Context: an optimization exercise on an open-source flow, tuned for low power. The choices shown serve that exercise and are no tape-out recipe.
The RTL was checked by simulation tests, not by an equivalence proof against the original design.

P:
==> flow/design.v (excerpt) <==
module pipeline_md5(
    input clk,
    input [63:0] num,
    output reg [127:0] answer,
    output reg [63:0] currnum
    );
==> flow/config.mk <==
export PLATFORM = sky130hd
export DESIGN_NAME = pipeline_md5
export DESIGN_NICKNAME = pipeline_md5
export VERILOG_FILES = /design/flow/design.v
export SDC_FILE = /design/flow/constraint.sdc
export NUM_CORES = 8
export LEC_CHECK = 0
export CAP_MARGIN = 20
export CORE_MARGIN = 2
export CORE_UTILIZATION = 40
export SLEW_MARGIN = 20
==> flow/constraint.sdc <==
create_clock -name core_clock -period 9.0 [get_ports {clk}]
set_input_delay 1.8000 -clock core_clock [delete_from_list [all_inputs] [get_ports {clk}]]
set_output_delay 1.8000 -clock core_clock [all_outputs]
set_load 0.01 [all_outputs]
standard.sh (not shown) runs the stock make flow with config.mk's settings and CLKGATE_MAP_FILE= SYNTH_SCRIPT=/design/flow/synth_recipe.tcl, a recipe that flattens the netlist after the stock synthesis.
==> flow/flow/run.sh <==
#!/bin/bash
# The standard layout, with clock tree synthesis told not to add dummy loads
# (the loads only balance the tree, and each one draws clock power) and to
# cluster more flip-flops on each leaf buffer.
set -euo pipefail
export CTS_ARGS="-sink_clustering_enable -repair_clock_nets -dont_use_dummy_load -sink_clustering_size 20 -sink_clustering_max_diameter 50 -buf_list {sky130_fd_sc_hd__clkbuf_8}"
bash standard.sh > standard.log 2>&1
P | stages: all done | timing, DRC, antenna: all pass
Edits applied to the flow inputs when going from P to Q:
Settings: GPL_ROUTABILITY_DRIVEN now 0, previously not set; GPL_TIMING_DRIVEN now 0, previously not set.
-- flow/flow/run.sh --
<<< P, line 6
export CTS_ARGS="-sink_clustering_enable -repair_clock_nets -dont_use_dummy_load -sink_clustering_size 20 -sink_clustering_max_diameter 50 -buf_list {sky130_fd_sc_hd__clkbuf_8}"
>>> Q, line 6
export CTS_ARGS="-sink_clustering_enable -repair_clock_nets -dont_use_dummy_load -sink_clustering_size 16 -sink_clustering_max_diameter 50 -buf_list {sky130_fd_sc_hd__clkbuf_8}"
Results
- Full die area came out exactly the same in P and Q.
- Q against P; detailed route wirelength on metal3 is up by more than 10%.
- Looking at longest individual stage delay on the worst path, Q sits below P.
- The cell area of Q and that of P are within noise of each other.
- In Q the setup slack of the critical path after layout turned out 0.50 ns lower than in P.
- After detailed routing, P needs more wire than Q.
- Side by side, highest clock frequency the design can meet turned out lower in Q than in P.
[inputs] R vs Q
Settings: a deleted GPL_ROUTABILITY_DRIVEN that had been 0; a deleted GPL_TIMING_DRIVEN that had been 0.
-- flow/flow/run.sh --
<<< Q, line 6
export CTS_ARGS="-sink_clustering_enable -repair_clock_nets -dont_use_dummy_load -sink_clustering_size 16 -sink_clustering_max_diameter 50 -buf_list {sky130_fd_sc_hd__clkbuf_8}"
>>> R, line 6
export CTS_ARGS="-sink_clustering_enable -repair_clock_nets -dont_use_dummy_load -sink_clustering_size 24 -sink_clustering_max_diameter 50 -buf_list {sky130_fd_sc_hd__clkbuf_16}"
==> run summary <==
Q has higher post-CTS clock slew at the launch and capture registers of the worst setup and hold paths than R.
Between Q and R, final period utilization is higher for Q, R comes in under that.
Comparing the two runs side by side, R comes out ahead of Q on violation count after the first detailed-route iteration.
Q and R ended up with nearly the same final cell count.
#### Input delta (S over R)
Settings: GPL_TIMING_DRIVEN now 0, previously not set; PLACE_DENSITY now 0.9, previously not set; GPL_ROUTABILITY_DRIVEN now 0, previously not set.
-- flow/flow/run.sh --
<<< R, line 6
export CTS_ARGS="-sink_clustering_enable -repair_clock_nets -dont_use_dummy_load -sink_clustering_size 24 -sink_clustering_max_diameter 50 -buf_list {sky130_fd_sc_hd__clkbuf_16}"
>>> S, line 6
export CTS_ARGS="-sink_clustering_enable -repair_clock_nets -dont_use_dummy_load -sink_clustering_size 16 -sink_clustering_max_diameter 50 -buf_list {sky130_fd_sc_hd__clkbuf_8}"
### Flow results
No run among R and S stopped early or left any final violation; all are clean. S against R; clock buffer count is down by more than a quarter. [S] final standard cell utilization of the core fell 1.8 points relative to R. NOTE: area growth from synthesis to final layout in S falls short of that of R. S: antenna diode count 7 above R. [compare] base=R new=S: sequential share of layout area now larger; hold slack went down 0.032 ns; post-route cell area decreased about 4%; number of non-filler instances in the completed layout decreased by 0.82% relative to the old numbers.

==> separate check: timing with driven ports <==
In the flow no input, the clock included, has a driving cell. The finished layouts below were timed again as built, in two steps. Step 1, drivers: a clkbuf_16 drives clk and a buf_2 each remaining input, both assumed. Step 2 moves the port delays by t, midway between the first and last clock arrival at a register: inputs arrive t later, outputs are due t later. That takes back most of the time a late clock gives input paths. Three values: no drivers, after step 1, after step 2; two values: the first two.
run	shift t [ns]	setup slack, ns	clock arrival spread, ns
P	1.582	1.438 / 1.438 / 1.438	0.178 / 0.178
Q	1.544	0.934 / 0.934 / 0.934	0.210 / 0.210
R	1.380	1.464 / 1.464 / 1.464	0.146 / 0.146
S	1.452	1.026 / 1.026 / 1.026	0.204 / 0.204
After both steps setup and hold are still met in every run listed.
